Context: an optimization exercise on an open-source flow, tuned for small area and a short achievable clock period. The choices shown serve that exercise and are no tape-out recipe. Only simulation tests tie the RTL to the original design; equivalence was not proved.

`flow/design.v`:
```
module divi (input logic clock,
             input logic [31:0]  denom,
             input logic [62:0]  numer,
             output logic [62:0]  quotient);
logic [62:0] s1_n;
always_ff @(posedge clock) s1_n <= numer;
logic [31:0] s1_dn;
always_ff @(posedge clock) s1_dn <= ~denom;
logic [32:1] hz1;
assign hz1[32] = 1'b1;
for (genvar j = 1; j < 32; j++) assign hz1[j] = hz1[j+1] & s1_dn[j];
logic q0;
logic [0:0] rp0, dv0, r0;
logic [1:1] c0;
assign rp0 = s1_n[62];
assign dv0 = s1_dn[0:0];
assign c0[1] = rp0[0] | dv0[0];
assign q0 = c0[1] & hz1[1];
assign r0[0] = ~(rp0[0] ^ (q0 & ~dv0[0]));
logic q1;
logic [1:0] rp1, dv1, r1;
logic [2:1] c1;
assign rp1 = {r0[0:0], ~s1_n[61]};
logic [31:0] dt1;
assign dt1 = ~s1_dn;
assign dv1 = dt1[1:0];
assign c1[1] = rp1[0] & dv1[0];
assign q1 = ~c1[2] & hz1[2];
assign r1[0] = ~(rp1[0] ^ (q1 & dv1[0]));
logic [1:1] sm1;
for (genvar j = 1; j < 2; j++) begin : row1
  divi_fa fa (.a(rp1[j]), .b(dv1[j]), .ci(c1[j]), .s(sm1[j]), .co(c1[j+1]));
  divi_mi mi (.a(sm1[j]), .b(rp1[j]), .sel(q1), .y(r1[j]));
end
logic q2;
logic [2:0] rp2, dv2, r2;
logic [3:1] c2;
assign rp2 = {r1[1:0], s1_n[60]};
assign dv2 = s1_dn[2:0];
assign c2[1] = rp2[0] | dv2[0];
assign q2 = c2[3] & hz1[3];
assign r2[0] = ~(rp2[0] ^ (q2 & ~dv2[0]));
logic [2:1] sm2;
for (genvar j = 1; j < 3; j++) begin : row2
  divi_fa fa (.a(rp2[j]), .b(dv2[j]), .ci(c2[j]), .s(sm2[j]), .co(c2[j+1]));
  divi_mi mi (.a(sm2[j]), .b(rp2[j]), .sel(q2), .y(r2[j]));
end
logic q3;
logic [3:0] rp3, dv3, r3;
logic [4:1] c3;
assign rp3 = {r2[2:0], ~s1_n[59]};
assign dv3 = dt1[3:0];
assign c3[1] = rp3[0] & dv3[0];
assign q3 = ~c3[4] & hz1[4];
assign r3[0] = ~(rp3[0] ^ (q3 & dv3[0]));
logic [3:1] sm3;
for (genvar j = 1; j < 4; j++) begin : row3
  divi_fa fa (.a(rp3[j]), .b(dv3[j]), .ci(c3[j]), .s(sm3[j]), .co(c3[j+1]));
  divi_mi mi (.a(sm3[j]), .b(rp3[j]), .sel(q3), .y(r3[j]));
end
logic q4;
logic [4:0] rp4, dv4, r4;
logic [5:1] c4;
assign rp4 = {r3[3:0], s1_n[58]};
assign dv4 = s1_dn[4:0];
assign c4[1] = rp4[0] | dv4[0];
assign q4 = c4[5] & hz1[5];
assign r4[0] = ~(rp4[0] ^ (q4 & ~dv4[0]));
logic [4:1] sm4;
for (genvar j = 1; j < 5; j++) begin : row4
  divi_fa fa (.a(rp4[j]), .b(dv4[j]), .ci(c4[j]), .s(sm4[j]), .co(c4[j+1]));
  divi_mi mi (.a(sm4[j]), .b(rp4[j]), .sel(q4), .y(r4[j]));
end
logic q5;
logic [5:0] rp5, dv5, r5;
logic [6:1] c5;
assign rp5 = {r4[4:0], ~s1_n[57]};
assign dv5 = dt1[5:0];
assign c5[1] = rp5[0] & dv5[0];
assign q5 = ~c5[6] & hz1[6];
assign r5[0] = ~(rp5[0] ^ (q5 & dv5[0]));
logic [5:1] sm5;
for (genvar j = 1; j < 6; j++) begin : row5
  divi_fa fa (.a(rp5[j]), .b(dv5[j]), .ci(c5[j]), .s(sm5[j]), .co(c5[j+1]));
  divi_mi mi (.a(sm5[j]), .b(rp5[j]), .sel(q5), .y(r5[j]));
end
logic q6;
logic [6:0] rp6, dv6, r6;
logic [7:1] c6;
assign rp6 = {r5[5:0], s1_n[56]};
assign dv6 = s1_dn[6:0];
assign c6[1] = rp6[0] | dv6[0];
assign q6 = c6[7] & hz1[7];
assign r6[0] = ~(rp6[0] ^ (q6 & ~dv6[0]));
logic [6:1] sm6;
for (genvar j = 1; j < 7; j++) begin : row6
  divi_fa fa (.a(rp6[j]), .b(dv6[j]), .ci(c6[j]), .s(sm6[j]), .co(c6[j+1]));
  divi_mi mi (.a(sm6[j]), .b(rp6[j]), .sel(q6), .y(r6[j]));
end
logic q7;
logic [7:0] rp7, dv7, r7;
logic [8:1] c7;
assign rp7 = {r6[6:0], ~s1_n[55]};
assign dv7 = dt1[7:0];
assign c7[1] = rp7[0] & dv7[0];
assign q7 = ~c7[8] & hz1[8];
assign r7[0] = ~(rp7[0] ^ (q7 & dv7[0]));
logic [7:1] sm7;
for (genvar j = 1; j < 8; j++) begin : row7
  divi_fa fa (.a(rp7[j]), .b(dv7[j]), .ci(c7[j]), .s(sm7[j]), .co(c7[j+1]));
  divi_mi mi (.a(sm7[j]), .b(rp7[j]), .sel(q7), .y(r7[j]));
end
logic q8;
logic [8:0] rp8, dv8, r8;
logic [9:1] c8;
assign rp8 = {r7[7:0], s1_n[54]};
assign dv8 = s1_dn[8:0];
assign c8[1] = rp8[0] | dv8[0];
assign q8 = c8[9] & hz1[9];
assign r8[0] = ~(rp8[0] ^ (q8 & ~dv8[0]));
logic [8:1] sm8;
for (genvar j = 1; j < 9; j++) begin : row8
  divi_fa fa (.a(rp8[j]), .b(dv8[j]), .ci(c8[j]), .s(sm8[j]), .co(c8[j+1]));
  divi_mi mi (.a(sm8[j]), .b(rp8[j]), .sel(q8), .y(r8[j]));
end
logic q9;
logic [9:0] rp9, dv9, r9;
logic [10:1] c9;
assign rp9 = {r8[8:0], ~s1_n[53]};
assign dv9 = dt1[9:0];
assign c9[1] = rp9[0] & dv9[0];
assign q9 = ~c9[10] & hz1[10];
assign r9[0] = ~(rp9[0] ^ (q9 & dv9[0]));
logic [9:1] sm9;
for (genvar j = 1; j < 10; j++) begin : row9
  divi_fa fa (.a(rp9[j]), .b(dv9[j]), .ci(c9[j]), .s(sm9[j]), .co(c9[j+1]));
  divi_mi mi (.a(sm9[j]), .b(rp9[j]), .sel(q9), .y(r9[j]));
end
logic q10;
logic [10:0] rp10, dv10, r10;
logic [11:1] c10;
assign rp10 = {r9[9:0], s1_n[52]};
assign dv10 = s1_dn[10:0];
assign c10[1] = rp10[0] | dv10[0];
assign q10 = c10[11] & hz1[11];
assign r10[0] = ~(rp10[0] ^ (q10 & ~dv10[0]));
logic [10:1] sm10;
for (genvar j = 1; j < 11; j++) begin : row10
  divi_fa fa (.a(rp10[j]), .b(dv10[j]), .ci(c10[j]), .s(sm10[j]), .co(c10[j+1]));
  divi_mi mi (.a(sm10[j]), .b(rp10[j]), .sel(q10), .y(r10[j]));
end
logic q11;
logic [11:0] rp11, dv11, r11;
logic [12:1] c11;
assign rp11 = {r10[10:0], ~s1_n[51]};
assign dv11 = dt1[11:0];
assign c11[1] = rp11[0] & dv11[0];
assign q11 = ~c11[12] & hz1[12];
assign r11[0] = ~(rp11[0] ^ (q11 & dv11[0]));
logic [11:1] sm11;
for (genvar j = 1; j < 12; j++) begin : row11
  divi_fa fa (.a(rp11[j]), .b(dv11[j]), .ci(c11[j]), .s(sm11[j]), .co(c11[j+1]));
  divi_mi mi (.a(sm11[j]), .b(rp11[j]), .sel(q11), .y(r11[j]));
end
logic q12;
logic [12:0] rp12, dv12, r12;
logic [13:1] c12;
assign rp12 = {r11[11:0], s1_n[50]};
assign dv12 = s1_dn[12:0];
assign c12[1] = rp12[0] | dv12[0];
assign q12 = c12[13] & hz1[13];
assign r12[0] = ~(rp12[0] ^ (q12 & ~dv12[0]));
logic [12:1] sm12;
for (genvar j = 1; j < 13; j++) begin : row12
  divi_fa fa (.a(rp12[j]), .b(dv12[j]), .ci(c12[j]), .s(sm12[j]), .co(c12[j+1]));
  divi_mi mi (.a(sm12[j]), .b(rp12[j]), .sel(q12), .y(r12[j]));
end
logic q13;
logic [13:0] rp13, dv13, r13;
logic [14:1] c13;
assign rp13 = {r12[12:0], ~s1_n[49]};
assign dv13 = dt1[13:0];
assign c13[1] = rp13[0] & dv13[0];
assign q13 = ~c13[14] & hz1[14];
assign r13[0] = ~(rp13[0] ^ (q13 & dv13[0]));
logic [13:1] sm13;
for (genvar j = 1; j < 14; j++) begin : row13
  divi_fa fa (.a(rp13[j]), .b(dv13[j]), .ci(c13[j]), .s(sm13[j]), .co(c13[j+1]));
  divi_mi mi (.a(sm13[j]), .b(rp13[j]), .sel(q13), .y(r13[j]));
end
logic q14;
logic [14:0] rp14, dv14, r14;
logic [15:1] c14;
assign rp14 = {r13[13:0], s1_n[48]};
assign dv14 = s1_dn[14:0];
assign c14[1] = rp14[0] | dv14[0];
assign q14 = c14[15] & hz1[15];
assign r14[0] = ~(rp14[0] ^ (q14 & ~dv14[0]));
logic [14:1] sm14;
for (genvar j = 1; j < 15; j++) begin : row14
  divi_fa fa (.a(rp14[j]), .b(dv14[j]), .ci(c14[j]), .s(sm14[j]), .co(c14[j+1]));
  divi_mi mi (.a(sm14[j]), .b(rp14[j]), .sel(q14), .y(r14[j]));
end
logic q15;
logic [15:0] rp15, dv15, r15;
logic [16:1] c15;
assign rp15 = {r14[14:0], ~s1_n[47]};
assign dv15 = dt1[15:0];
assign c15[1] = rp15[0] & dv15[0];
assign q15 = ~c15[16] & hz1[16];
assign r15[0] = ~(rp15[0] ^ (q15 & dv15[0]));
logic [15:1] sm15;
for (genvar j = 1; j < 16; j++) begin : row15
  divi_fa fa (.a(rp15[j]), .b(dv15[j]), .ci(c15[j]), .s(sm15[j]), .co(c15[j+1]));
  divi_mi mi (.a(sm15[j]), .b(rp15[j]), .sel(q15), .y(r15[j]));
end
logic q16;
logic [16:0] rp16, dv16, r16;
logic [17:1] c16;
assign rp16 = {r15[15:0], s1_n[46]};
assign dv16 = s1_dn[16:0];
assign c16[1] = rp16[0] | dv16[0];
assign q16 = c16[17] & hz1[17];
assign r16[0] = ~(rp16[0] ^ (q16 & ~dv16[0]));
logic [16:1] sm16;
for (genvar j = 1; j < 17; j++) begin : row16
  divi_fa fa (.a(rp16[j]), .b(dv16[j]), .ci(c16[j]), .s(sm16[j]), .co(c16[j+1]));
  divi_mi mi (.a(sm16[j]), .b(rp16[j]), .sel(q16), .y(r16[j]));
end
logic q17;
logic [17:0] rp17, dv17, r17;
logic [18:1] c17;
assign rp17 = {r16[16:0], ~s1_n[45]};
assign dv17 = dt1[17:0];
assign c17[1] = rp17[0] & dv17[0];
assign q17 = ~c17[18] & hz1[18];
assign r17[0] = ~(rp17[0] ^ (q17 & dv17[0]));
logic [17:1] sm17;
for (genvar j = 1; j < 18; j++) begin : row17
  divi_fa fa (.a(rp17[j]), .b(dv17[j]), .ci(c17[j]), .s(sm17[j]), .co(c17[j+1]));
  divi_mi mi (.a(sm17[j]), .b(rp17[j]), .sel(q17), .y(r17[j]));
end
logic q18;
logic [18:0] rp18, dv18, r18;
logic [19:1] c18;
assign rp18 = {r17[17:0], s1_n[44]};
assign dv18 = s1_dn[18:0];
assign c18[1] = rp18[0] | dv18[0];
assign q18 = c18[19] & hz1[19];
assign r18[0] = ~(rp18[0] ^ (q18 & ~dv18[0]));
logic [18:1] sm18;
for (genvar j = 1; j < 19; j++) begin : row18
  divi_fa fa (.a(rp18[j]), .b(dv18[j]), .ci(c18[j]), .s(sm18[j]), .co(c18[j+1]));
  divi_mi mi (.a(sm18[j]), .b(rp18[j]), .sel(q18), .y(r18[j]));
end
logic [18:0] s2_q;
always_ff @(posedge clock) s2_q <= {q0, q1, q2, q3, q4, q5, q6, q7, q8, q9, q10, q11, q12, q13, q14, q15, q16, q17, q18};
logic [43:0] s2_n;
always_ff @(posedge clock) s2_n <= s1_n[43:0];
logic [31:0] s2_dn;
always_ff @(posedge clock) s2_dn <= s1_dn;
logic [18:0] s2_r;
always_ff @(posedge clock) s2_r <= r18;
logic [32:1] hz2;
assign hz2[32] = 1'b1;
for (genvar j = 1; j < 32; j++) assign hz2[j] = hz2[j+1] & s2_dn[j];
logic q19;
logic [19:0] rp19, dv19, r19;
logic [20:1] c19;
assign rp19 = {s2_r[18:0], ~s2_n[43]};
logic [31:0] dt2;
assign dt2 = ~s2_dn;
assign dv19 = dt2[19:0];
assign c19[1] = rp19[0] & dv19[0];
assign q19 = ~c19[20] & hz2[20];
assign r19[0] = ~(rp19[0] ^ (q19 & dv19[0]));
logic [19:1] sm19;
for (genvar j = 1; j < 20; j++) begin : row19
  divi_fa fa (.a(rp19[j]), .b(dv19[j]), .ci(c19[j]), .s(sm19[j]), .co(c19[j+1]));
  divi_mi mi (.a(sm19[j]), .b(rp19[j]), .sel(q19), .y(r19[j]));
end
logic q20;
logic [20:0] rp20, dv20, r20;
logic [21:1] c20;
assign rp20 = {r19[19:0], s2_n[42]};
assign dv20 = s2_dn[20:0];
assign c20[1] = rp20[0] | dv20[0];
assign q20 = c20[21] & hz2[21];
assign r20[0] = ~(rp20[0] ^ (q20 & ~dv20[0]));
logic [20:1] sm20;
for (genvar j = 1; j < 21; j++) begin : row20
  divi_fa fa (.a(rp20[j]), .b(dv20[j]), .ci(c20[j]), .s(sm20[j]), .co(c20[j+1]));
  divi_mi mi (.a(sm20[j]), .b(rp20[j]), .sel(q20), .y(r20[j]));
end
logic q21;
logic [21:0] rp21, dv21, r21;
logic [22:1] c21;
assign rp21 = {r20[20:0], ~s2_n[41]};
assign dv21 = dt2[21:0];
assign c21[1] = rp21[0] & dv21[0];
assign q21 = ~c21[22] & hz2[22];
assign r21[0] = ~(rp21[0] ^ (q21 & dv21[0]));
logic [21:1] sm21;
for (genvar j = 1; j < 22; j++) begin : row21
  divi_fa fa (.a(rp21[j]), .b(dv21[j]), .ci(c21[j]), .s(sm21[j]), .co(c21[j+1]));
  divi_mi mi (.a(sm21[j]), .b(rp21[j]), .sel(q21), .y(r21[j]));
end
logic q22;
logic [22:0] rp22, dv22, r22;
logic [23:1] c22;
assign rp22 = {r21[21:0], s2_n[40]};
assign dv22 = s2_dn[22:0];
assign c22[1] = rp22[0] | dv22[0];
assign q22 = c22[23] & hz2[23];
assign r22[0] = ~(rp22[0] ^ (q22 & ~dv22[0]));
logic [22:1] sm22;
for (genvar j = 1; j < 23; j++) begin : row22
  divi_fa fa (.a(rp22[j]), .b(dv22[j]), .ci(c22[j]), .s(sm22[j]), .co(c22[j+1]));
  divi_mi mi (.a(sm22[j]), .b(rp22[j]), .sel(q22), .y(r22[j]));
end
logic q23;
logic [23:0] rp23, dv23, r23;
logic [24:1] c23;
assign rp23 = {r22[22:0], ~s2_n[39]};
assign dv23 = dt2[23:0];
assign c23[1] = rp23[0] & dv23[0];
assign q23 = ~c23[24] & hz2[24];
assign r23[0] = ~(rp23[0] ^ (q23 & dv23[0]));
logic [23:1] sm23;
for (genvar j = 1; j < 24; j++) begin : row23
  divi_fa fa (.a(rp23[j]), .b(dv23[j]), .ci(c23[j]), .s(sm23[j]), .co(c23[j+1]));
  divi_mi mi (.a(sm23[j]), .b(rp23[j]), .sel(q23), .y(r23[j]));
end
logic q24;
logic [24:0] rp24, dv24, r24;
logic [25:1] c24;
assign rp24 = {r23[23:0], s2_n[38]};
assign dv24 = s2_dn[24:0];
assign c24[1] = rp24[0] | dv24[0];
assign q24 = c24[25] & hz2[25];
assign r24[0] = ~(rp24[0] ^ (q24 & ~dv24[0]));
logic [24:1] sm24;
for (genvar j = 1; j < 25; j++) begin : row24
  divi_fa fa (.a(rp24[j]), .b(dv24[j]), .ci(c24[j]), .s(sm24[j]), .co(c24[j+1]));
  divi_mi mi (.a(sm24[j]), .b(rp24[j]), .sel(q24), .y(r24[j]));
end
logic q25;
logic [25:0] rp25, dv25, r25;
logic [26:1] c25;
assign rp25 = {r24[24:0], ~s2_n[37]};
assign dv25 = dt2[25:0];
assign c25[1] = rp25[0] & dv25[0];
assign q25 = ~c25[26] & hz2[26];
assign r25[0] = ~(rp25[0] ^ (q25 & dv25[0]));
logic [25:1] sm25;
for (genvar j = 1; j < 26; j++) begin : row25
  divi_fa fa (.a(rp25[j]), .b(dv25[j]), .ci(c25[j]), .s(sm25[j]), .co(c25[j+1]));
  divi_mi mi (.a(sm25[j]), .b(rp25[j]), .sel(q25), .y(r25[j]));
end
logic q26;
logic [26:0] rp26, dv26, r26;
logic [27:1] c26;
assign rp26 = {r25[25:0], s2_n[36]};
assign dv26 = s2_dn[26:0];
assign c26[1] = rp26[0] | dv26[0];
assign q26 = c26[27] & hz2[27];
assign r26[0] = ~(rp26[0] ^ (q26 & ~dv26[0]));
logic [26:1] sm26;
for (genvar j = 1; j < 27; j++) begin : row26
  divi_fa fa (.a(rp26[j]), .b(dv26[j]), .ci(c26[j]), .s(sm26[j]), .co(c26[j+1]));
  divi_mi mi (.a(sm26[j]), .b(rp26[j]), .sel(q26), .y(r26[j]));
end
logic [26:0] s3_q;
always_ff @(posedge clock) s3_q <= {s2_q, q19, q20, q21, q22, q23, q24, q25, q26};
logic [35:0] s3_n;
always_ff @(posedge clock) s3_n <= s2_n[35:0];
logic [31:0] s3_dn;
always_ff @(posedge clock) s3_dn <= s2_dn;
logic [26:0] s3_r;
always_ff @(posedge clock) s3_r <= r26;
logic [32:1] hz3;
assign hz3[32] = 1'b1;
for (genvar j = 1; j < 32; j++) assign hz3[j] = hz3[j+1] & s3_dn[j];
logic q27;
logic [27:0] rp27, dv27, r27;
logic [28:1] c27;
assign rp27 = {s3_r[26:0], ~s3_n[35]};
logic [31:0] dt3;
assign dt3 = ~s3_dn;
assign dv27 = dt3[27:0];
assign c27[1] = rp27[0] & dv27[0];
assign q27 = ~c27[28] & hz3[28];
assign r27[0] = ~(rp27[0] ^ (q27 & dv27[0]));
logic [27:1] sm27;
for (genvar j = 1; j < 28; j++) begin : row27
  divi_fa fa (.a(rp27[j]), .b(dv27[j]), .ci(c27[j]), .s(sm27[j]), .co(c27[j+1]));
  divi_mi mi (.a(sm27[j]), .b(rp27[j]), .sel(q27), .y(r27[j]));
end
logic q28;
logic [28:0] rp28, dv28, r28;
logic [29:1] c28;
assign rp28 = {r27[27:0], s3_n[34]};
assign dv28 = s3_dn[28:0];
assign c28[1] = rp28[0] | dv28[0];
assign q28 = c28[29] & hz3[29];
assign r28[0] = ~(rp28[0] ^ (q28 & ~dv28[0]));
logic [28:1] sm28;
for (genvar j = 1; j < 29; j++) begin : row28
  divi_fa fa (.a(rp28[j]), .b(dv28[j]), .ci(c28[j]), .s(sm28[j]), .co(c28[j+1]));
  divi_mi mi (.a(sm28[j]), .b(rp28[j]), .sel(q28), .y(r28[j]));
end
logic q29;
logic [29:0] rp29, dv29, r29;
logic [30:1] c29;
assign rp29 = {r28[28:0], ~s3_n[33]};
assign dv29 = dt3[29:0];
assign c29[1] = rp29[0] & dv29[0];
assign q29 = ~c29[30] & hz3[30];
assign r29[0] = ~(rp29[0] ^ (q29 & dv29[0]));
logic [29:1] sm29;
for (genvar j = 1; j < 30; j++) begin : row29
  divi_fa fa (.a(rp29[j]), .b(dv29[j]), .ci(c29[j]), .s(sm29[j]), .co(c29[j+1]));
  divi_mi mi (.a(sm29[j]), .b(rp29[j]), .sel(q29), .y(r29[j]));
end
logic q30;
logic [30:0] rp30, dv30, r30;
logic [31:1] c30;
assign rp30 = {r29[29:0], s3_n[32]};
assign dv30 = s3_dn[30:0];
assign c30[1] = rp30[0] | dv30[0];
assign q30 = c30[31] & hz3[31];
assign r30[0] = ~(rp30[0] ^ (q30 & ~dv30[0]));
logic [30:1] sm30;
for (genvar j = 1; j < 31; j++) begin : row30
  divi_fa fa (.a(rp30[j]), .b(dv30[j]), .ci(c30[j]), .s(sm30[j]), .co(c30[j+1]));
  divi_mi mi (.a(sm30[j]), .b(rp30[j]), .sel(q30), .y(r30[j]));
end
logic q31;
logic [31:0] rp31, dv31, r31;
logic [32:1] c31;
assign rp31 = {r30[30:0], ~s3_n[31]};
assign dv31 = dt3[31:0];
assign c31[1] = rp31[0] & dv31[0];
assign q31 = ~c31[32];
assign r31[0] = ~(rp31[0] ^ (q31 & dv31[0]));
logic [31:1] sm31;
for (genvar j = 1; j < 32; j++) begin : row31
  divi_fa fa (.a(rp31[j]), .b(dv31[j]), .ci(c31[j]), .s(sm31[j]), .co(c31[j+1]));
  divi_mi mi (.a(sm31[j]), .b(rp31[j]), .sel(q31), .y(r31[j]));
end
logic q32;
logic [31:0] rp32;
assign rp32 = {r31[30:0], s3_n[30]};
logic [32:0] c32;
assign c32[0] = 1'b1;
logic [31:0] sm32;
assign sm32[0] = ~(rp32[0] ^ s3_dn[0]);
assign c32[1] = rp32[0] | s3_dn[0];
for (genvar j = 1; j < 32; j++) divi_fa fa32 (.a(rp32[j]), .b(s3_dn[j]), .ci(c32[j]), .s(sm32[j]), .co(c32[j+1]));
logic [32:0] r32;
assign r32 = {~(r31[31] ^ c32[32]), sm32};
assign q32 = ~r32[32];
logic [32:0] s4_q;
always_ff @(posedge clock) s4_q <= {s3_q, q27, q28, q29, q30, q31, q32};
logic [29:0] s4_n;
always_ff @(posedge clock) s4_n <= s3_n[29:0];
logic [31:0] s4_dn;
always_ff @(posedge clock) s4_dn <= s3_dn;
logic [32:0] s4_r;
always_ff @(posedge clock) s4_r <= r32;
logic q33;
logic [31:0] rp33;
assign rp33 = {s4_r[30:0], s4_n[29]};
logic [31:0] op33;
assign op33 = s4_dn ^ {32{s4_r[32]}};
logic [32:0] c33;
assign c33[0] = ~s4_r[32];
logic [31:0] sm33;
for (genvar j = 0; j < 32; j++) divi_fa fa33 (.a(rp33[j]), .b(op33[j]), .ci(c33[j]), .s(sm33[j]), .co(c33[j+1]));
logic [32:0] r33;
assign r33 = {s4_r[31] ^ ~s4_r[32] ^ c33[32], sm33};
assign q33 = ~r33[32];
logic q34;
logic [31:0] rp34;
assign rp34 = {r33[30:0], s4_n[28]};
logic [31:0] op34;
assign op34 = s4_dn ^ {32{r33[32]}};
logic [32:0] c34;
assign c34[0] = ~r33[32];
logic [31:0] sm34;
for (genvar j = 0; j < 32; j++) divi_fa fa34 (.a(rp34[j]), .b(op34[j]), .ci(c34[j]), .s(sm34[j]), .co(c34[j+1]));
logic [32:0] r34;
assign r34 = {r33[31] ^ ~r33[32] ^ c34[32], sm34};
assign q34 = ~r34[32];
logic q35;
logic [31:0] rp35;
assign rp35 = {r34[30:0], s4_n[27]};
logic [31:0] op35;
assign op35 = s4_dn ^ {32{r34[32]}};
logic [32:0] c35;
assign c35[0] = ~r34[32];
logic [31:0] sm35;
for (genvar j = 0; j < 32; j++) divi_fa fa35 (.a(rp35[j]), .b(op35[j]), .ci(c35[j]), .s(sm35[j]), .co(c35[j+1]));
logic [32:0] r35;
assign r35 = {r34[31] ^ ~r34[32] ^ c35[32], sm35};
assign q35 = ~r35[32];
logic q36;
logic [31:0] rp36;
assign rp36 = {r35[30:0], s4_n[26]};
logic [31:0] op36;
assign op36 = s4_dn ^ {32{r35[32]}};
logic [32:0] c36;
assign c36[0] = ~r35[32];
logic [31:0] sm36;
for (genvar j = 0; j < 32; j++) divi_fa fa36 (.a(rp36[j]), .b(op36[j]), .ci(c36[j]), .s(sm36[j]), .co(c36[j+1]));
logic [32:0] r36;
assign r36 = {r35[31] ^ ~r35[32] ^ c36[32], sm36};
assign q36 = ~r36[32];
logic q37;
logic [31:0] rp37;
assign rp37 = {r36[30:0], s4_n[25]};
logic [31:0] op37;
assign op37 = s4_dn ^ {32{r36[32]}};
logic [32:0] c37;
assign c37[0] = ~r36[32];
logic [31:0] sm37;
for (genvar j = 0; j < 32; j++) divi_fa fa37 (.a(rp37[j]), .b(op37[j]), .ci(c37[j]), .s(sm37[j]), .co(c37[j+1]));
logic [32:0] r37;
assign r37 = {r36[31] ^ ~r36[32] ^ c37[32], sm37};
assign q37 = ~r37[32];
logic q38;
logic [31:0] rp38;
assign rp38 = {r37[30:0], s4_n[24]};
logic [31:0] op38;
assign op38 = s4_dn ^ {32{r37[32]}};
logic [32:0] c38;
assign c38[0] = ~r37[32];
logic [31:0] sm38;
for (genvar j = 0; j < 32; j++) divi_fa fa38 (.a(rp38[j]), .b(op38[j]), .ci(c38[j]), .s(sm38[j]), .co(c38[j+1]));
logic [32:0] r38;
assign r38 = {r37[31] ^ ~r37[32] ^ c38[32], sm38};
assign q38 = ~r38[32];
logic [38:0] s5_q;
always_ff @(posedge clock) s5_q <= {s4_q, q33, q34, q35, q36, q37, q38};
logic [23:0] s5_n;
always_ff @(posedge clock) s5_n <= s4_n[23:0];
logic [31:0] s5_dn;
always_ff @(posedge clock) s5_dn <= s4_dn;
logic [32:0] s5_r;
always_ff @(posedge clock) s5_r <= r38;
logic q39;
logic [31:0] rp39;
assign rp39 = {s5_r[30:0], s5_n[23]};
logic [31:0] op39;
assign op39 = s5_dn ^ {32{s5_r[32]}};
logic [32:0] c39;
assign c39[0] = ~s5_r[32];
logic [31:0] sm39;
for (genvar j = 0; j < 32; j++) divi_fa fa39 (.a(rp39[j]), .b(op39[j]), .ci(c39[j]), .s(sm39[j]), .co(c39[j+1]));
logic [32:0] r39;
assign r39 = {s5_r[31] ^ ~s5_r[32] ^ c39[32], sm39};
assign q39 = ~r39[32];
logic q40;
logic [31:0] rp40;
assign rp40 = {r39[30:0], s5_n[22]};
logic [31:0] op40;
assign op40 = s5_dn ^ {32{r39[32]}};
logic [32:0] c40;
assign c40[0] = ~r39[32];
logic [31:0] sm40;
for (genvar j = 0; j < 32; j++) divi_fa fa40 (.a(rp40[j]), .b(op40[j]), .ci(c40[j]), .s(sm40[j]), .co(c40[j+1]));
logic [32:0] r40;
assign r40 = {r39[31] ^ ~r39[32] ^ c40[32], sm40};
assign q40 = ~r40[32];
logic q41;
logic [31:0] rp41;
assign rp41 = {r40[30:0], s5_n[21]};
logic [31:0] op41;
assign op41 = s5_dn ^ {32{r40[32]}};
logic [32:0] c41;
assign c41[0] = ~r40[32];
logic [31:0] sm41;
for (genvar j = 0; j < 32; j++) divi_fa fa41 (.a(rp41[j]), .b(op41[j]), .ci(c41[j]), .s(sm41[j]), .co(c41[j+1]));
logic [32:0] r41;
assign r41 = {r40[31] ^ ~r40[32] ^ c41[32], sm41};
assign q41 = ~r41[32];
logic q42;
logic [31:0] rp42;
assign rp42 = {r41[30:0], s5_n[20]};
logic [31:0] op42;
assign op42 = s5_dn ^ {32{r41[32]}};
logic [32:0] c42;
assign c42[0] = ~r41[32];
logic [31:0] sm42;
for (genvar j = 0; j < 32; j++) divi_fa fa42 (.a(rp42[j]), .b(op42[j]), .ci(c42[j]), .s(sm42[j]), .co(c42[j+1]));
logic [32:0] r42;
assign r42 = {r41[31] ^ ~r41[32] ^ c42[32], sm42};
assign q42 = ~r42[32];
logic q43;
logic [31:0] rp43;
assign rp43 = {r42[30:0], s5_n[19]};
logic [31:0] op43;
assign op43 = s5_dn ^ {32{r42[32]}};
logic [32:0] c43;
assign c43[0] = ~r42[32];
logic [31:0] sm43;
for (genvar j = 0; j < 32; j++) divi_fa fa43 (.a(rp43[j]), .b(op43[j]), .ci(c43[j]), .s(sm43[j]), .co(c43[j+1]));
logic [32:0] r43;
assign r43 = {r42[31] ^ ~r42[32] ^ c43[32], sm43};
assign q43 = ~r43[32];
logic q44;
logic [31:0] rp44;
assign rp44 = {r43[30:0], s5_n[18]};
logic [31:0] op44;
assign op44 = s5_dn ^ {32{r43[32]}};
logic [32:0] c44;
assign c44[0] = ~r43[32];
logic [31:0] sm44;
for (genvar j = 0; j < 32; j++) divi_fa fa44 (.a(rp44[j]), .b(op44[j]), .ci(c44[j]), .s(sm44[j]), .co(c44[j+1]));
logic [32:0] r44;
assign r44 = {r43[31] ^ ~r43[32] ^ c44[32], sm44};
assign q44 = ~r44[32];
logic [44:0] s6_q;
always_ff @(posedge clock) s6_q <= {s5_q, q39, q40, q41, q42, q43, q44};
logic [17:0] s6_n;
always_ff @(posedge clock) s6_n <= s5_n[17:0];
logic [31:0] s6_dn;
always_ff @(posedge clock) s6_dn <= s5_dn;
logic [32:0] s6_r;
always_ff @(posedge clock) s6_r <= r44;
logic q45;
logic [31:0] rp45;
assign rp45 = {s6_r[30:0], s6_n[17]};
logic [31:0] op45;
assign op45 = s6_dn ^ {32{s6_r[32]}};
logic [32:0] c45;
assign c45[0] = ~s6_r[32];
logic [31:0] sm45;
for (genvar j = 0; j < 32; j++) divi_fa fa45 (.a(rp45[j]), .b(op45[j]), .ci(c45[j]), .s(sm45[j]), .co(c45[j+1]));
logic [32:0] r45;
assign r45 = {s6_r[31] ^ ~s6_r[32] ^ c45[32], sm45};
assign q45 = ~r45[32];
logic q46;
logic [31:0] rp46;
assign rp46 = {r45[30:0], s6_n[16]};
logic [31:0] op46;
assign op46 = s6_dn ^ {32{r45[32]}};
logic [32:0] c46;
assign c46[0] = ~r45[32];
logic [31:0] sm46;
for (genvar j = 0; j < 32; j++) divi_fa fa46 (.a(rp46[j]), .b(op46[j]), .ci(c46[j]), .s(sm46[j]), .co(c46[j+1]));
logic [32:0] r46;
assign r46 = {r45[31] ^ ~r45[32] ^ c46[32], sm46};
assign q46 = ~r46[32];
logic q47;
logic [31:0] rp47;
assign rp47 = {r46[30:0], s6_n[15]};
logic [31:0] op47;
assign op47 = s6_dn ^ {32{r46[32]}};
logic [32:0] c47;
assign c47[0] = ~r46[32];
logic [31:0] sm47;
for (genvar j = 0; j < 32; j++) divi_fa fa47 (.a(rp47[j]), .b(op47[j]), .ci(c47[j]), .s(sm47[j]), .co(c47[j+1]));
logic [32:0] r47;
assign r47 = {r46[31] ^ ~r46[32] ^ c47[32], sm47};
assign q47 = ~r47[32];
logic q48;
logic [31:0] rp48;
assign rp48 = {r47[30:0], s6_n[14]};
logic [31:0] op48;
assign op48 = s6_dn ^ {32{r47[32]}};
logic [32:0] c48;
assign c48[0] = ~r47[32];
logic [31:0] sm48;
for (genvar j = 0; j < 32; j++) divi_fa fa48 (.a(rp48[j]), .b(op48[j]), .ci(c48[j]), .s(sm48[j]), .co(c48[j+1]));
logic [32:0] r48;
assign r48 = {r47[31] ^ ~r47[32] ^ c48[32], sm48};
assign q48 = ~r48[32];
logic q49;
logic [31:0] rp49;
assign rp49 = {r48[30:0], s6_n[13]};
logic [31:0] op49;
assign op49 = s6_dn ^ {32{r48[32]}};
logic [32:0] c49;
assign c49[0] = ~r48[32];
logic [31:0] sm49;
for (genvar j = 0; j < 32; j++) divi_fa fa49 (.a(rp49[j]), .b(op49[j]), .ci(c49[j]), .s(sm49[j]), .co(c49[j+1]));
logic [32:0] r49;
assign r49 = {r48[31] ^ ~r48[32] ^ c49[32], sm49};
assign q49 = ~r49[32];
logic q50;
logic [31:0] rp50;
assign rp50 = {r49[30:0], s6_n[12]};
logic [31:0] op50;
assign op50 = s6_dn ^ {32{r49[32]}};
logic [32:0] c50;
assign c50[0] = ~r49[32];
logic [31:0] sm50;
for (genvar j = 0; j < 32; j++) divi_fa fa50 (.a(rp50[j]), .b(op50[j]), .ci(c50[j]), .s(sm50[j]), .co(c50[j+1]));
logic [32:0] r50;
assign r50 = {r49[31] ^ ~r49[32] ^ c50[32], sm50};
assign q50 = ~r50[32];
logic [50:0] s7_q;
always_ff @(posedge clock) s7_q <= {s6_q, q45, q46, q47, q48, q49, q50};
logic [11:0] s7_n;
always_ff @(posedge clock) s7_n <= s6_n[11:0];
logic [31:0] s7_dn;
always_ff @(posedge clock) s7_dn <= s6_dn;
logic [32:0] s7_r;
always_ff @(posedge clock) s7_r <= r50;
logic q51;
logic [31:0] rp51;
assign rp51 = {s7_r[30:0], s7_n[11]};
logic [31:0] op51;
assign op51 = s7_dn ^ {32{s7_r[32]}};
logic [32:0] c51;
assign c51[0] = ~s7_r[32];
logic [31:0] sm51;
for (genvar j = 0; j < 32; j++) divi_fa fa51 (.a(rp51[j]), .b(op51[j]), .ci(c51[j]), .s(sm51[j]), .co(c51[j+1]));
logic [32:0] r51;
assign r51 = {s7_r[31] ^ ~s7_r[32] ^ c51[32], sm51};
assign q51 = ~r51[32];
logic q52;
logic [31:0] rp52;
assign rp52 = {r51[30:0], s7_n[10]};
logic [31:0] op52;
assign op52 = s7_dn ^ {32{r51[32]}};
logic [32:0] c52;
assign c52[0] = ~r51[32];
logic [31:0] sm52;
for (genvar j = 0; j < 32; j++) divi_fa fa52 (.a(rp52[j]), .b(op52[j]), .ci(c52[j]), .s(sm52[j]), .co(c52[j+1]));
logic [32:0] r52;
assign r52 = {r51[31] ^ ~r51[32] ^ c52[32], sm52};
assign q52 = ~r52[32];
logic q53;
logic [31:0] rp53;
assign rp53 = {r52[30:0], s7_n[9]};
logic [31:0] op53;
assign op53 = s7_dn ^ {32{r52[32]}};
logic [32:0] c53;
assign c53[0] = ~r52[32];
logic [31:0] sm53;
for (genvar j = 0; j < 32; j++) divi_fa fa53 (.a(rp53[j]), .b(op53[j]), .ci(c53[j]), .s(sm53[j]), .co(c53[j+1]));
logic [32:0] r53;
assign r53 = {r52[31] ^ ~r52[32] ^ c53[32], sm53};
assign q53 = ~r53[32];
logic q54;
logic [31:0] rp54;
assign rp54 = {r53[30:0], s7_n[8]};
logic [31:0] op54;
assign op54 = s7_dn ^ {32{r53[32]}};
logic [32:0] c54;
assign c54[0] = ~r53[32];
logic [31:0] sm54;
for (genvar j = 0; j < 32; j++) divi_fa fa54 (.a(rp54[j]), .b(op54[j]), .ci(c54[j]), .s(sm54[j]), .co(c54[j+1]));
logic [32:0] r54;
assign r54 = {r53[31] ^ ~r53[32] ^ c54[32], sm54};
assign q54 = ~r54[32];
logic q55;
logic [31:0] rp55;
assign rp55 = {r54[30:0], s7_n[7]};
logic [31:0] op55;
assign op55 = s7_dn ^ {32{r54[32]}};
logic [32:0] c55;
assign c55[0] = ~r54[32];
logic [31:0] sm55;
for (genvar j = 0; j < 32; j++) divi_fa fa55 (.a(rp55[j]), .b(op55[j]), .ci(c55[j]), .s(sm55[j]), .co(c55[j+1]));
logic [32:0] r55;
assign r55 = {r54[31] ^ ~r54[32] ^ c55[32], sm55};
assign q55 = ~r55[32];
logic q56;
logic [31:0] rp56;
assign rp56 = {r55[30:0], s7_n[6]};
logic [31:0] op56;
assign op56 = s7_dn ^ {32{r55[32]}};
logic [32:0] c56;
assign c56[0] = ~r55[32];
logic [31:0] sm56;
for (genvar j = 0; j < 32; j++) divi_fa fa56 (.a(rp56[j]), .b(op56[j]), .ci(c56[j]), .s(sm56[j]), .co(c56[j+1]));
logic [32:0] r56;
assign r56 = {r55[31] ^ ~r55[32] ^ c56[32], sm56};
assign q56 = ~r56[32];
logic [56:0] s8_q;
always_ff @(posedge clock) s8_q <= {s7_q, q51, q52, q53, q54, q55, q56};
logic [5:0] s8_n;
always_ff @(posedge clock) s8_n <= s7_n[5:0];
logic [31:0] s8_dn;
always_ff @(posedge clock) s8_dn <= s7_dn;
logic [32:0] s8_r;
always_ff @(posedge clock) s8_r <= r56;
logic q57;
logic [31:0] rp57;
assign rp57 = {s8_r[30:0], s8_n[5]};
logic [31:0] op57;
assign op57 = s8_dn ^ {32{s8_r[32]}};
logic [32:0] c57;
assign c57[0] = ~s8_r[32];
logic [31:0] sm57;
for (genvar j = 0; j < 32; j++) divi_fa fa57 (.a(rp57[j]), .b(op57[j]), .ci(c57[j]), .s(sm57[j]), .co(c57[j+1]));
logic [32:0] r57;
assign r57 = {s8_r[31] ^ ~s8_r[32] ^ c57[32], sm57};
assign q57 = ~r57[32];
logic q58;
logic [31:0] rp58;
assign rp58 = {r57[30:0], s8_n[4]};
logic [31:0] op58;
assign op58 = s8_dn ^ {32{r57[32]}};
logic [32:0] c58;
assign c58[0] = ~r57[32];
logic [31:0] sm58;
for (genvar j = 0; j < 32; j++) divi_fa fa58 (.a(rp58[j]), .b(op58[j]), .ci(c58[j]), .s(sm58[j]), .co(c58[j+1]));
logic [32:0] r58;
assign r58 = {r57[31] ^ ~r57[32] ^ c58[32], sm58};
assign q58 = ~r58[32];
logic q59;
logic [31:0] rp59;
assign rp59 = {r58[30:0], s8_n[3]};
logic [31:0] op59;
assign op59 = s8_dn ^ {32{r58[32]}};
logic [32:0] c59;
assign c59[0] = ~r58[32];
logic [31:0] sm59;
for (genvar j = 0; j < 32; j++) divi_fa fa59 (.a(rp59[j]), .b(op59[j]), .ci(c59[j]), .s(sm59[j]), .co(c59[j+1]));
logic [32:0] r59;
assign r59 = {r58[31] ^ ~r58[32] ^ c59[32], sm59};
assign q59 = ~r59[32];
logic q60;
logic [31:0] rp60;
assign rp60 = {r59[30:0], s8_n[2]};
logic [31:0] op60;
assign op60 = s8_dn ^ {32{r59[32]}};
logic [32:0] c60;
assign c60[0] = ~r59[32];
logic [31:0] sm60;
for (genvar j = 0; j < 32; j++) divi_fa fa60 (.a(rp60[j]), .b(op60[j]), .ci(c60[j]), .s(sm60[j]), .co(c60[j+1]));
logic [32:0] r60;
assign r60 = {r59[31] ^ ~r59[32] ^ c60[32], sm60};
assign q60 = ~r60[32];
logic q61;
logic [31:0] rp61;
assign rp61 = {r60[30:0], s8_n[1]};
logic [31:0] op61;
assign op61 = s8_dn ^ {32{r60[32]}};
logic [32:0] c61;
assign c61[0] = ~r60[32];
logic [31:0] sm61;
for (genvar j = 0; j < 32; j++) divi_fa fa61 (.a(rp61[j]), .b(op61[j]), .ci(c61[j]), .s(sm61[j]), .co(c61[j+1]));
logic [32:0] r61;
assign r61 = {r60[31] ^ ~r60[32] ^ c61[32], sm61};
assign q61 = ~r61[32];
logic q62;
logic [31:0] rp62;
assign rp62 = {r61[30:0], s8_n[0]};
logic [31:0] op62;
assign op62 = s8_dn ^ {32{r61[32]}};
logic [32:0] c62;
assign c62[0] = ~r61[32];
assign c62[32:1] = (rp62 & op62) | (rp62 & c62[31:0]) | (op62 & c62[31:0]);
assign q62 = ~(r61[31] ^ ~r61[32] ^ c62[32]);
logic [62:0] s9_q;
always_ff @(posedge clock) s9_q <= {s8_q, q57, q58, q59, q60, q61, q62};
logic [62:0] qd[1:7];
always_ff @(posedge clock) begin
   qd[1] <= s9_q;
   for (int j = 1; j < 7; j++) qd[j+1] <= qd[j];
end
assign quotient = qd[7];
endmodule
module divi_fa (input logic a, input logic b, input logic ci,
                output logic s, output logic co);
assign s = a ^ b ^ ci;
assign co = (a & b) | (a & ci) | (b & ci);
endmodule
module divi_mi (input logic a, input logic b, input logic sel,
                output logic y);
assign y = ~(sel ? a : b);
endmodule
```
`flow/flow/run.sh`:
```
#!/bin/bash
# Own layout flow: the standard flow (standard.sh, standard synthesis
# unchanged) with a smaller clock tree (no dummy loads, clkbuf_4 sink buffers
# in clusters of at most 10 sinks) and buf_1 port buffers.
set -euo pipefail
export BUFFER_PORTS_ARGS="-buffer_cell sky130_fd_sc_hd__buf_1"
export CTS_ARGS="-sink_clustering_enable -repair_clock_nets -dont_use_dummy_load -root_buf sky130_fd_sc_hd__clkbuf_16 -buf_list sky130_fd_sc_hd__clkbuf_4 -sink_clustering_size 10 -sink_clustering_max_diameter 45"
bash standard.sh > standard.log 2>&1
```
`flow/standard.sh`:
```
#!/bin/bash
# synth_recipe.tcl (not shown) runs the flow's synth.tcl, then flattens the netlist and writes it again
# the make line also repeats each setting of config.mk as NAME=value (left out here)
make -C /OpenROAD-flow-scripts/flow DESIGN_CONFIG=/design/flow/config.mk WORK_HOME=/design/flow/orfs CLKGATE_MAP_FILE= SYNTH_SCRIPT=/design/flow/synth_recipe.tcl "${@:-finish}"
```
`flow/config.mk`:
```
export PLATFORM = sky130hd
export DESIGN_NAME = divi
export DESIGN_NICKNAME = divi
export VERILOG_FILES = /design/flow/design.v
export SDC_FILE = /design/flow/constraint.sdc
export NUM_CORES = 4
export LEC_CHECK = 0
export CAP_MARGIN = 20
export CORE_MARGIN = 2
export CORE_UTILIZATION = 60
export SLEW_MARGIN = 20
export SYNTH_HIERARCHICAL = 1
export SYNTH_MINIMUM_KEEP_SIZE = 0
```
`flow/constraint.sdc`:
```
create_clock -name core_clock -period 460.0 [get_ports {clock}]
set_input_delay 92.0000 -clock core_clock [delete_from_list [all_inputs] [get_ports {clock}]]
set_output_delay 92.0000 -clock core_clock [all_outputs]
set_load 0.01 [all_outputs]
```
==> impl_metrics.yaml, run 1 <==
outcome:
  status: "no timing/DRC/antenna violations"
clock_network:
  h-tree-depth: 4
  cts_tree: "built"
  clockBufferDepth: 3
  cts.clk_slew.worst_paths_ns: 0.10
  cts_buffers: 187
  clock-sinks: 1475
  ctsHoldBuffers: 0
  clkLatencyLatePin_ns: 0.76
  postCtsSetupRepairBufs: 0
  clockRootBuffer: "clkbuf_16"
  cts_resized: 0
synthesis:
  ys.flop_type: "dfxtp_1"
  syn-instance-count: 5156
  yosysUniqueCellTypes: 61
  yosysTopAreaCellShare_pct: 38.7
  seq_area_frac_synth_pct: 38.7
  synthTopCellsByArea: "dfxtp_1, fa_1, xnor2_1"
  syn_nets: 6708
  async_reset_ff_share_pct: 0
  synth_common_cells: "dfxtp_1, fa_1, xnor2_1, mux2i_1, xor2_1"
  yosysTopAreaCell: "dfxtp_1"
  ys_ff_latch: 1475
  synth_edf_count: 0
  synth_area_um2: 76300
  syn_area_per_cell_um2: 14.8
  synth.most_common_cell: "dfxtp_1"
  ys_warn_count: 8
sta:
  fin_crit_sh_pct: 20.3
  rsz0062_at_grt: "false"
  max_freq_mhz: 10.7
  tightest_slew_ns: 1.19
  period_minus_slack_ns: 93.30
  maxSlewHeadroom_pct: 19.6
  setup_viol: 0
  finalHoldViolCount: 0
  final_max_slew_viol_count: 0
  finalSetupTns_ns: 0
  fin_skew_ns: 0.123
die:
  row_count: 130
  dieArea_um2: 130000
  fp.coreArea_um2: 126000
  fp.dieW_um: 361
  io_pins: 159
  die_y_um: 361
  initial_utilization_pct: 60.6
grt:
  grt_util_met3_pct: 3.33
  top_usage_layer: "met2"
  grt_pass1_wl_mm: 211
  use_met1_pct: 24.9
  grt_usage_pct: 20.3
  antenna_found_initial: 8
  grt-ovfl-total: 0
  grt_start_max_net_pins: 44
  grt_pass1_vias: 41349
  met2_usage_pct: 37.0
setup_path:
  path_buf_inv: 1
  cpPeakStageDelay_ns: 0.32
  critical_path_class: "reg2out"
  cp-startpoint: "qd[7][43]"
  crit_path_max_fanout: 1
  cp_top_family: "flip-flops"
  crit_arrival_ns: 1.30
  critPathLaunchType: "flop"
  crit_slowest_cell: "dfxtp_1"
  crit_path_end_kind: "output pin"
  critPathRequiredTime_ns: 368.00
  worst_r2r_startpoint: "s1_dn[29]"
  path_cells: "buf_1"
final_layout:
  drive_above_1_share_pct: 5.94
  area_growth_pct: 5.08
  fillers: 9741
  final_net_count: 6855
routing:
  viasPerCell: 5.10
  routed_wl_mm: 119
  ant_nets: 0
  drc: 0
  dr.pass1.iters: 5
  drtIter0Drc: 1057
  detail_route.wl_per_cell_um: 17.1
  vias: 35513
worst_hold_path:
  hp-class: "reg2reg"
  hp-start: "s4_q[23]"
placed_design:
  dp_hpwl_mm: 101
  globalplace.congestion: 0.839
  port-buffer-count: 158
flow_run:
  maxCapViolCount: 0
modules after synthesis, one instance, submodules excluded:
module	cells inside	times used	cell area [um2]	flops+latches
divi_fa	1	1455	20.0	0
divi_mi	1	496	10.0	0
divi	3205	1	42200	1475
per-stage QoR:
step	utilization (%)	worst slack (ns)	hold slack (ns)	instance area, um2	instances
after floorplan	-	367.67	0.310	76300	5156
after global placement	62.5	367.57	0.310	78700	6763
after detailed placement	62.5	367.54	0.312	78700	6764
after CTS	63.6	366.58	0.221	80100	6951
after global routing	63.7	366.52	0.212	80100	6960
final	63.7	366.70	0.246	80100	6962
per-layer routing:
layer	share of wire (%)	routed length (um)
met1	40	48100
met2	54	63900
met3	3.2	3750
met4	2.6	3050
met5	0.028	33
registers in the layout, summed over array words and instances, names as in the netlist, 33 cells and up:
signal  flops
s5_r       33
s9_q       63
qd        441
s4_q       33
s4_r       33
s2_n       44
s8_r       33
s6_r       33
s5_q       39
s6_q       45
s1_n       63
s8_q       57
s3_n       36
s7_q       51
s7_r       33
layout by cell type, fill, tap and decap left out, types with 27 or more instances in the layout:
cell      instances
nand2_1          27
xnor2_1         696
nor2_1           47
buf_1           158
fa_1           1455
inv_1           136
mux2i_1         504
buf_4            63
xor2_1          329
dfxtp_1        1470
clkbuf_4        186
cell type report:
class | instances | area (um2) | area share (%)
tap | 1650 | 2060 | 2.58
multi-input combinational | 3279 | 45500 | 56.7
inverter | 138 | 520 | 0.649
clock buffer | 187 | 1420 | 1.77
timing repair buffer | 222 | 1090 | 1.36
antenna | 11 | 27.5 | 0.0343
sequential | 1475 | 29500 | 36.9
kinds of logic after synthesis:
family	share of synthesized area (%)
AOI/OAI and AO/OA	0.750
xor gates and xnor gates	12.4
adders and majority gates	38.2
buffers and inverters	2.05
DFF	38.7
muxes	6.64
and+or+nand+nor	1.21
worst paths after layout:
path / to / depth (start not counted) / slack, ns
max: quotient[43] / 1 / 366.70
min: s5_q[29] / 0 / 0.25
max reg2reg: s2_r[0] / 233 / 375.94
min reg2reg: s5_q[29] / 0 / 0.25
==> inputs of run 2 (changes only) <==
--- a/flow/config.mk
+++ b/flow/config.mk
@@ -8,5 +8,5 @@
 export CAP_MARGIN = 20
 export CORE_MARGIN = 2
-export CORE_UTILIZATION = 60
+export CORE_UTILIZATION = 70
 export SLEW_MARGIN = 20
 export SYNTH_HIERARCHICAL = 1
==> run 2 against run 1 <==
Compared with the run above:
- register-to-register slack improved by 0.25 ns
- via count down 0.43%
- cell area decreased by 0.42%
- largest cell class unchanged
==> impl_metrics.yaml, run 2 <==
sta:
  hold_slack_ns: 0.227
  setup_slack_ns: 366.72
  fin_skew_ns: 0.141
  finalHoldViolCount: 0
  finalSetupTns_ns: 0
  rsz0062_at_grt: "false"
  fin_crit_sh_pct: 20.3
  period_minus_slack_ns: 93.28
  maxSlewHeadroom_pct: 26.5
  setup_viol: 0
  max_freq_mhz: 10.7
  tightest_slew_ns: 1.09
  final_max_slew_viol_count: 0
clock_network:
  cts.clk_slew.worst_paths_ns: 0.10
  clock-sinks: 1475
  clkLatencyLatePin_ns: 0.81
  cts_resized: 0
  cts_buffers: 186
  cts_tree: "built"
  ctsHoldBuffers: 0
  h-tree-depth: 4
  clockRootBuffer: "clkbuf_16"
  postCtsSetupRepairBufs: 0
  clockBufferDepth: 3
final_layout:
  largest_registers: "qd: 441 flops, s1_n: 63 flops, s9_q: 63 flops"
  largest_register_ffs: 441
  seq_area_um2: 29500
  final_common_cell: "dfxtp_1"
  fin_area_um2: 79800
  multi_input_area_um2: 45500
  final_net_count: 6852
  regMostFlops: "qd"
  final_cell_mix: "dfxtp_1, fa_1, xnor2_1"
  final_util_pct: 73.6
  area_growth_pct: 4.63
  fillers: 7148
  drive_above_1_share_pct: 5.89
  final_cells: 6722
setup_path:
  crit_slowest_cell: "dfxtp_1"
  path_cells: "buf_1"
  crit_path_max_fanout: 1
  cp_top_family: "flip-flops"
  path_buf_inv: 1
  critPathLaunchType: "flop"
  crit_arrival_ns: 1.28
  cpPeakStageDelay_ns: 0.33
  critical_path_class: "reg2out"
  crit_path_end_kind: "output pin"
  critPathRequiredTime_ns: 368.00
synthesis:
  ys_ff_latch: 1475
  synthTopCellsByArea: "dfxtp_1, fa_1, xnor2_1"
  syn_nets: 6708
  synth.most_common_cell: "dfxtp_1"
  syn_area_per_cell_um2: 14.8
  syn-instance-count: 5156
  seq_area_frac_synth_pct: 38.7
  synth_area_um2: 76300
  synth_edf_count: 0
  yosysTopAreaCellShare_pct: 38.7
  yosysTopAreaCell: "dfxtp_1"
  synth_common_cells: "dfxtp_1, fa_1, xnor2_1, mux2i_1, xor2_1"
  yosysUniqueCellTypes: 61
  async_reset_ff_share_pct: 0
  ys_warn_count: 8
  ys.flop_type: "dfxtp_1"
placed_design:
  globalplace.congestion: 0.840
  placed_area_um2: 78400
  dp_hpwl_mm: 98.4
  dp_cells: 6526
  place_ws_ns: 367.52
  port-buffer-count: 158
routing:
  viasPerCell: 5.26
  vias: 35361
  routed_wl_mm: 116
  ant_nets: 0
  detail_route.wl_per_cell_um: 17.2
  drtIter0Drc: 945
  dr.pass1.iters: 4
  drc: 0
die:
  fp.coreArea_um2: 108000
  io_pins: 159
  die_y_um: 334
  fp.dieW_um: 334
  initial_utilization_pct: 70.4
  row_count: 121
  dieArea_um2: 112000
grt:
  grt_usage_pct: 23.2
  grt_start_max_net_pins: 42
  grt_pass1_vias: 40725
  grt_pass1_wl_mm: 205
  grt-ovfl-total: 0
  antenna_found_initial: 2
flow_run:
  maxCapViolCount: 0
worst_hold_path:
  hp-class: "reg2reg"
outcome:
  status: "no timing/DRC/antenna violations"
-- run 2: cell counts after synthesis --
No cell type changed its count.
-- run 2: cell families (layout without fill, tap and decap cells) --
kind of cell,Yosys count,count (layout),synth area share (%)
other,0,10,0
adder cells (fa/ha/maj),1457,1457,38.2
flip-flops,1475,1475,38.7
AND/OR/NAND/NOR,184,184,1.21
XOR/XNOR,1053,1053,12.4
multiplexers,506,506,6.64
buffers and inverters,402,544,2.05
AO/OA/AOI/OAI,79,79,0.750
-- run 2: per-layer routing --
metal	share of wire, %	track usage, %	vias to the layer above
met3	3.1	4.11	215
li1	-	-	16287
met5	0.015	0	-
met4	2.9	7.26	2
met2	54	42.5	418
met1	39	27.8	18439
-- run 2: worst paths after layout --
path	end	depth (start not counted)	slack, ns	startpoint
max reg2reg	s7_q[0]	217	376.19	s6_r[32]
max	quotient[47]	1	366.72	qd[7][47]
min reg2reg	s6_n[9]	0	0.23	s5_n[9]
min	s6_n[9]	0	0.23	s5_n[9]
-- run 2: area by class of cell --
cell class                      instances  share of cell area (%)
Timing Repair Buffer                  220                    1.33
Multi-Input combinational cell       3279                    57.0
Tap cell                             1414                    2.22
Inverter                              138                   0.652
Antenna cell                           10                  0.0314
Sequential cell                      1475                    37.0
Clock buffer                          186                    1.77
-- run 2: Yosys stat by module (local to each module, per instance) --
module	cells inside	cell area (um2)	copies in the design	flip-flops and latches
divi_fa	1	20.0	1455	0
divi	3205	42200	1	1475
divi_mi	1	10.0	496	0
==> inputs of run 3 (changes only) <==
--- a/flow/config.mk
+++ b/flow/config.mk
@@ -8,5 +8,5 @@
 export CAP_MARGIN = 20
 export CORE_MARGIN = 2
-export CORE_UTILIZATION = 70
+export CORE_UTILIZATION = 80
 export SLEW_MARGIN = 20
 export SYNTH_HIERARCHICAL = 1
==> run 3 against run 2 <==
Compared with the run above:
- still clean
- global-route usage increased by 6.3 points
- register-to-register slack worse by 1.9 ns
- non-clock buffer count shrank 2
- flip-flop and latch count unchanged
- sequential share of layout area rose by 0.12 points
- utilization grew 10 points
- cell count is 2.4% lower
- worst setup slack lost 0.0050 ns
- routed wire length rose by 13%
- via count increased by 3.5%
==> impl_metrics.yaml, run 3 <==
final_layout:
  final_net_count: 6845
  fillers: 4825
  largest_register_ffs: 441
  regMostFlops: "qd"
  area_growth_pct: 4.29
  drive_above_1_share_pct: 5.76
  largest_registers: "qd: 441 flops, s1_n: 63 flops, s9_q: 63 flops"
  final_cell_mix: "dfxtp_1, fa_1, xnor2_1"
  final_cells: 6558
  fin_area_um2: 79500
  final_common_cell: "dfxtp_1"
routing:
  dr.pass1.iters: 5
  ant_nets: 0
  viasPerCell: 5.58
  routed_wl_mm: 132
  drtIter0Drc: 1553
  vias: 36608
  drc: 0
  detail_route.wl_per_cell_um: 20.1
setup_path:
  cpPeakStageDelay_ns: 0.36
  crit_path_end_kind: "output pin"
  critPathLaunchType: "flop"
  ff2ff_path_depth: 214
  critPathRequiredTime_ns: 368.00
  path_cells: "buf_1"
  cp_top_family: "flip-flops"
  crit_slowest_cell: "dfxtp_1"
  r2r-end: "s8_q[0]"
  critical_path_class: "reg2out"
  worst_r2r_startpoint: "s7_r[32]"
  cp_num_cells: 1
  crit_path_end: "quotient[44]"
  cp-startpoint: "qd[7][44]"
  crit_path_max_fanout: 1
  path_buf_inv: 1
  r2r_slack_ns: 374.32
  crit_arrival_ns: 1.29
synthesis:
  synth_common_cells: "dfxtp_1, fa_1, xnor2_1, mux2i_1, xor2_1"
  ys.flop_type: "dfxtp_1"
  yosysTopAreaCell: "dfxtp_1"
  yosysTopAreaCellShare_pct: 38.7
  synth_top_family_by_area: "adder cells"
  muxShareOfSynthArea_pct: 6.64
  yosys.area_share.simple_pct: 1.21
  synthTopCellsByArea: "dfxtp_1, fa_1, xnor2_1"
  yosysUniqueCellTypes: 61
  syn_nets: 6708
  syn-instance-count: 5156
  synth_compound_area_share_pct: 0.750
  synth_edf_count: 0
  synth_fa_ha_area_share_pct: 38.2
  seq_area_frac_synth_pct: 38.7
  ys_warn_count: 8
  async_reset_ff_share_pct: 0
  synth_xor_area_share_pct: 12.4
  synth.most_common_cell: "dfxtp_1"
  ys_ff_latch: 1475
  synth_area_um2: 76300
  syn_area_per_cell_um2: 14.8
sta:
  rsz0062_at_grt: "false"
  max_freq_mhz: 10.7
  finalSetupTns_ns: 0
  setup_slack_ns: 366.72
  fin_skew_ns: 0.123
  final_max_slew_viol_count: 0
  hold_slack_ns: 0.236
  maxSlewHeadroom_pct: 27.9
  period_minus_slack_ns: 93.29
  fin_crit_sh_pct: 20.3
  setup_viol: 0
  finalHoldViolCount: 0
  tightest_slew_ns: 1.07
flow_run:
  maxCapViolCount: 0
die:
  fp.dieW_um: 313
  initial_utilization_pct: 80.5
  row_count: 113
  dieArea_um2: 97800
  io_pins: 159
  fp.coreArea_um2: 94700
  die_y_um: 313
worst_hold_path:
  holdPathStages: 0
  hp-class: "reg2reg"
grt:
  grt_start_max_net_pins: 42
  grt-ovfl-total: 0
  grt_pass1_wl_mm: 223
  antenna_found_initial: 2
  grt_pass1_vias: 43665
  grt_usage_pct: 29.5
clock_network:
  cts_tree: "built"
  h-tree-depth: 4
  cts.clk_slew.worst_paths_ns: 0.10
  cts_resized: 0
  clockBufferDepth: 3
  clkLatencyLatePin_ns: 0.78
  clock-sinks: 1475
  cts_buffers: 181
  postCtsSetupRepairBufs: 0
  clockRootBuffer: "clkbuf_16"
  ctsHoldBuffers: 0
placed_design:
  dp_cells: 6375
  dp_hpwl_mm: 109
  placed_area_um2: 78200
  place_ws_ns: 367.51
  globalplace.congestion: 0.868
  port-buffer-count: 158
outcome:
  status: "no timing/DRC/antenna violations"
## run 3: how the worst min path moves through the flow
stage | to | from
floorplan | qd[1][0] | s9_q[0]
global placement | qd[7][15] | qd[6][15]
detailed placement | qd[1][15] | s9_q[15]
CTS | qd[5][14] | qd[4][14]
global route | qd[5][14] | qd[4][14]
finish | qd[5][14] | qd[4][14]
## run 3: logic make-up after synthesis
kind of cell	count (synthesis)
DFF	1475
adders and majority gates	1457
xor gates and xnor gates	1053
muxes	506
buffers and inverters	402
and+or+nand+nor	184
AOI/OAI and AO/OA	79
## run 3: modules after synthesis, one instance, submodules excluded
module	area, um2	flip-flops and latches
divi_fa	20.0	0
divi	42200	1475
divi_mi	10.0	0
## run 3: metal layers
metal | GRT usage, % | routed length, um | vias to the layer above
li1 | - | - | 16227
met1 | 33.4 | 47000 | 19282
met2 | 54.7 | 73600 | 748
met3 | 4.75 | 4500 | 351
met4 | 13.5 | 6450 | 0
met5 | 0 | 0 | -
## run 3: per-stage QoR
stage	util, %
CTS	84.0
global placement	82.5
floorplan	-
global route	84.0
detailed placement	82.5
finish	84.0
## run 3: layout make-up
type / instances / area, um2 / share of cell area, %
antenna: 2 / 5.00 / 0.00629
clock buffer: 181 / 1380 / 1.73
inverter: 138 / 520 / 0.654
multi-input combinational: 3279 / 45500 / 57.2
sequential: 1475 / 29500 / 37.1
tap: 1265 / 1580 / 1.99
timing repair buffer: 218 / 1040 / 1.31
==> inputs of run 4 (changes only) <==
--- a/flow/config.mk
+++ b/flow/config.mk
@@ -8,5 +8,6 @@
 export CAP_MARGIN = 20
 export CORE_MARGIN = 2
-export CORE_UTILIZATION = 80
+export CORE_UTILIZATION = 70
+export GPL_TIMING_DRIVEN = 0
 export SLEW_MARGIN = 20
 export SYNTH_HIERARCHICAL = 1
==> run 4 against run 3 <==
Compared with the run above:
- non-clock buffer count rose by 234
- routed wire length shrank 0.77%
==> impl_metrics.yaml, run 4 <==
outcome:
  status: "no timing/DRC/antenna violations"
routing:
  drtIter0Drc: 1261
  detail_route.wl_per_cell_um: 18.8
  drc: 0
  ant_nets: 0
  dr.pass1.iters: 6
  routed_wl_mm: 130
  vias: 36460
  viasPerCell: 5.25
final_layout:
  seq_area_um2: 29500
  drive_above_1_share_pct: 5.70
  regMostFlops: "qd"
  fillers: 7127
  final_net_count: 7085
  multi_input_area_um2: 45300
  largest_register_ffs: 441
  largest_registers: "qd: 441 flops, s1_n: 63 flops, s9_q: 63 flops"
  fin_area_um2: 80500
  final_common_cell: "dfxtp_1"
  final_cell_mix: "dfxtp_1, fa_1, xnor2_1"
  area_growth_pct: 5.52
clock_network:
  postCtsSetupRepairBufs: 0
  cts.clk_slew.worst_paths_ns: 0.10
  cts_tree: "built"
  clockBufferDepth: 3
  cts_resized: 0
  ctsHoldBuffers: 0
  clockRootBuffer: "clkbuf_16"
  h-tree-depth: 4
  clock-sinks: 1475
  cts_buffers: 187
  clkLatencyLatePin_ns: 0.75
setup_path:
  crit_path_end_kind: "output pin"
  path_buf_inv: 1
  crit_path_max_fanout: 1
  crit_arrival_ns: 1.39
  cp_top_family: "flip-flops"
  cpPeakStageDelay_ns: 0.48
  critical_path_class: "reg2out"
  path_cells: "buf_1"
  critPathRequiredTime_ns: 368.00
  crit_slowest_cell: "dfxtp_1"
  critPathLaunchType: "flop"
synthesis:
  seq_area_frac_synth_pct: 38.7
  ys_ff_latch: 1475
  yosysUniqueCellTypes: 61
  yosysTopAreaCell: "dfxtp_1"
  synth_edf_count: 0
  syn-instance-count: 5156
  async_reset_ff_share_pct: 0
  synth_common_cells: "dfxtp_1, fa_1, xnor2_1, mux2i_1, xor2_1"
  synth_area_um2: 76300
  yosysTopAreaCellShare_pct: 38.7
  synthTopCellsByArea: "dfxtp_1, fa_1, xnor2_1"
  syn_nets: 6708
  synth.most_common_cell: "dfxtp_1"
  ys.flop_type: "dfxtp_1"
  syn_area_per_cell_um2: 14.8
  ys_warn_count: 8
sta:
  hold_slack_ns: 0.232
  finalHoldViolCount: 0
  period_minus_slack_ns: 93.39
  max_freq_mhz: 10.7
  maxSlewHeadroom_pct: 16.4
  fin_crit_sh_pct: 20.3
  setup_viol: 0
  finalSetupTns_ns: 0
  fin_skew_ns: 0.144
  rsz0062_at_grt: "false"
  final_max_slew_viol_count: 0
  tightest_slew_ns: 1.24
grt:
  grt-ovfl-total: 0
  grt_start_max_net_pins: 27
  grt_usage_pct: 25.6
  grt_pass1_wl_mm: 220
  grt_pass1_vias: 42302
  antenna_found_initial: 7
worst_hold_path:
  hp-class: "reg2reg"
placed_design:
  dp_hpwl_mm: 111
  globalplace.congestion: 0.864
  placed_area_um2: 79000
  port-buffer-count: 158
die:
  row_count: 121
  die_y_um: 334
  initial_utilization_pct: 70.4
  fp.dieW_um: 334
  io_pins: 159
  fp.coreArea_um2: 108000
  dieArea_um2: 112000
flow_run:
  maxCapViolCount: 0
-- run 4: cell counts after synthesis --
No cell type changed its count.
-- run 4: layer usage --
metal,wire [um],track usage (%),up-vias,part of all wire (%)
li1,-,-,16730,-
met1,52500,31.8,18943,40
met2,68200,45.3,560,52
met3,4420,3.79,227,3.4
met4,5350,10.3,0,4.1
met5,0,0,-,0
-- run 4: through the flow --
step           cells  setup slack [ns]  utilization, %
5_1_grt         6949            366.51            74.2
3_3_place_gp    6728            367.34            72.5
3_5_place_dp    6756            367.35            72.9
6_report        6951            366.61            74.2
2_1_floorplan   5156            367.67               -
4_1_cts         6943            366.50            74.2
-- run 4: kinds of logic after synthesis --
kind of cell	synth area share [%]
compound gates	0.750
xor+xnor	12.4
fa+ha+maj	38.2
buf+inv	2.05
flops	38.7
mux	6.64
simple gates	1.21
-- run 4: final timing paths --
check | from | endpoint | slack [ns] | cells past startpoint
setup reg to reg | s7_r[32] | s8_q[0] | 374.70 | 214
hold / removal | s5_q[8] | s6_q[14] | 0.23 | 0
hold reg to reg | s5_q[8] | s6_q[14] | 0.23 | 0
setup / recovery | qd[7][30] | quotient[30] | 366.61 | 1
-- run 4: modules after synthesis (local to each module, per instance) --
module	flip-flops and latches	area [um2]	times used
divi_mi	0	10.0	496
divi_fa	0	20.0	1455
divi	1475	42200	1
-- run 4: cell type report --
| type | instances | area share, % |
|---|---|---|
| timing repair buffer | 188 | 1.10 |
| clock buffer | 187 | 1.77 |
| inverter | 138 | 0.647 |
| antenna | 6 | 0.0187 |
| buffer | 264 | 1.30 |
| tap | 1414 | 2.20 |
| sequential | 1475 | 36.7 |
| multi-input combinational | 3279 | 56.3 |

-- static timing again, ports no longer ideal --
In the flow no input, the clock included, has a driving cell. The finished layouts below were timed again as built, in two steps. Step 1: set_driving_cell puts a clkbuf_16 on clock and a buf_2 on each other input, an assumption about the parent block. Step 2, shift: input delay + t, output delay - t, t = (earliest + latest rising clock arrival at the registers) / 2. This alone moves slack from input paths to output paths. Slacks: no drivers / after step 1 / after step 2; pairs: no drivers / after step 1.
| run | t (ns) | slack for setup (ns) | worst setup path at the end | worst slew at a driven data input, ns | cell pins on the clock port's net |
|---|---|---|---|---|---|
| run 1 | 0.818 | 366.696 / 366.620 / 367.438 | register to output | 0.03 | 1 |
| run 2 | 0.812 | 366.720 / 366.651 / 367.463 | register to output | 0.04 | 1 |
| run 3 | 0.786 | 366.715 / 366.640 / 367.426 | register to output | 0.06 | 1 |
| run 4 | 0.784 | 366.607 / 366.534 / 367.317 | register to output | 0.06 | 1 |
After both steps setup and hold are still met in every run listed.
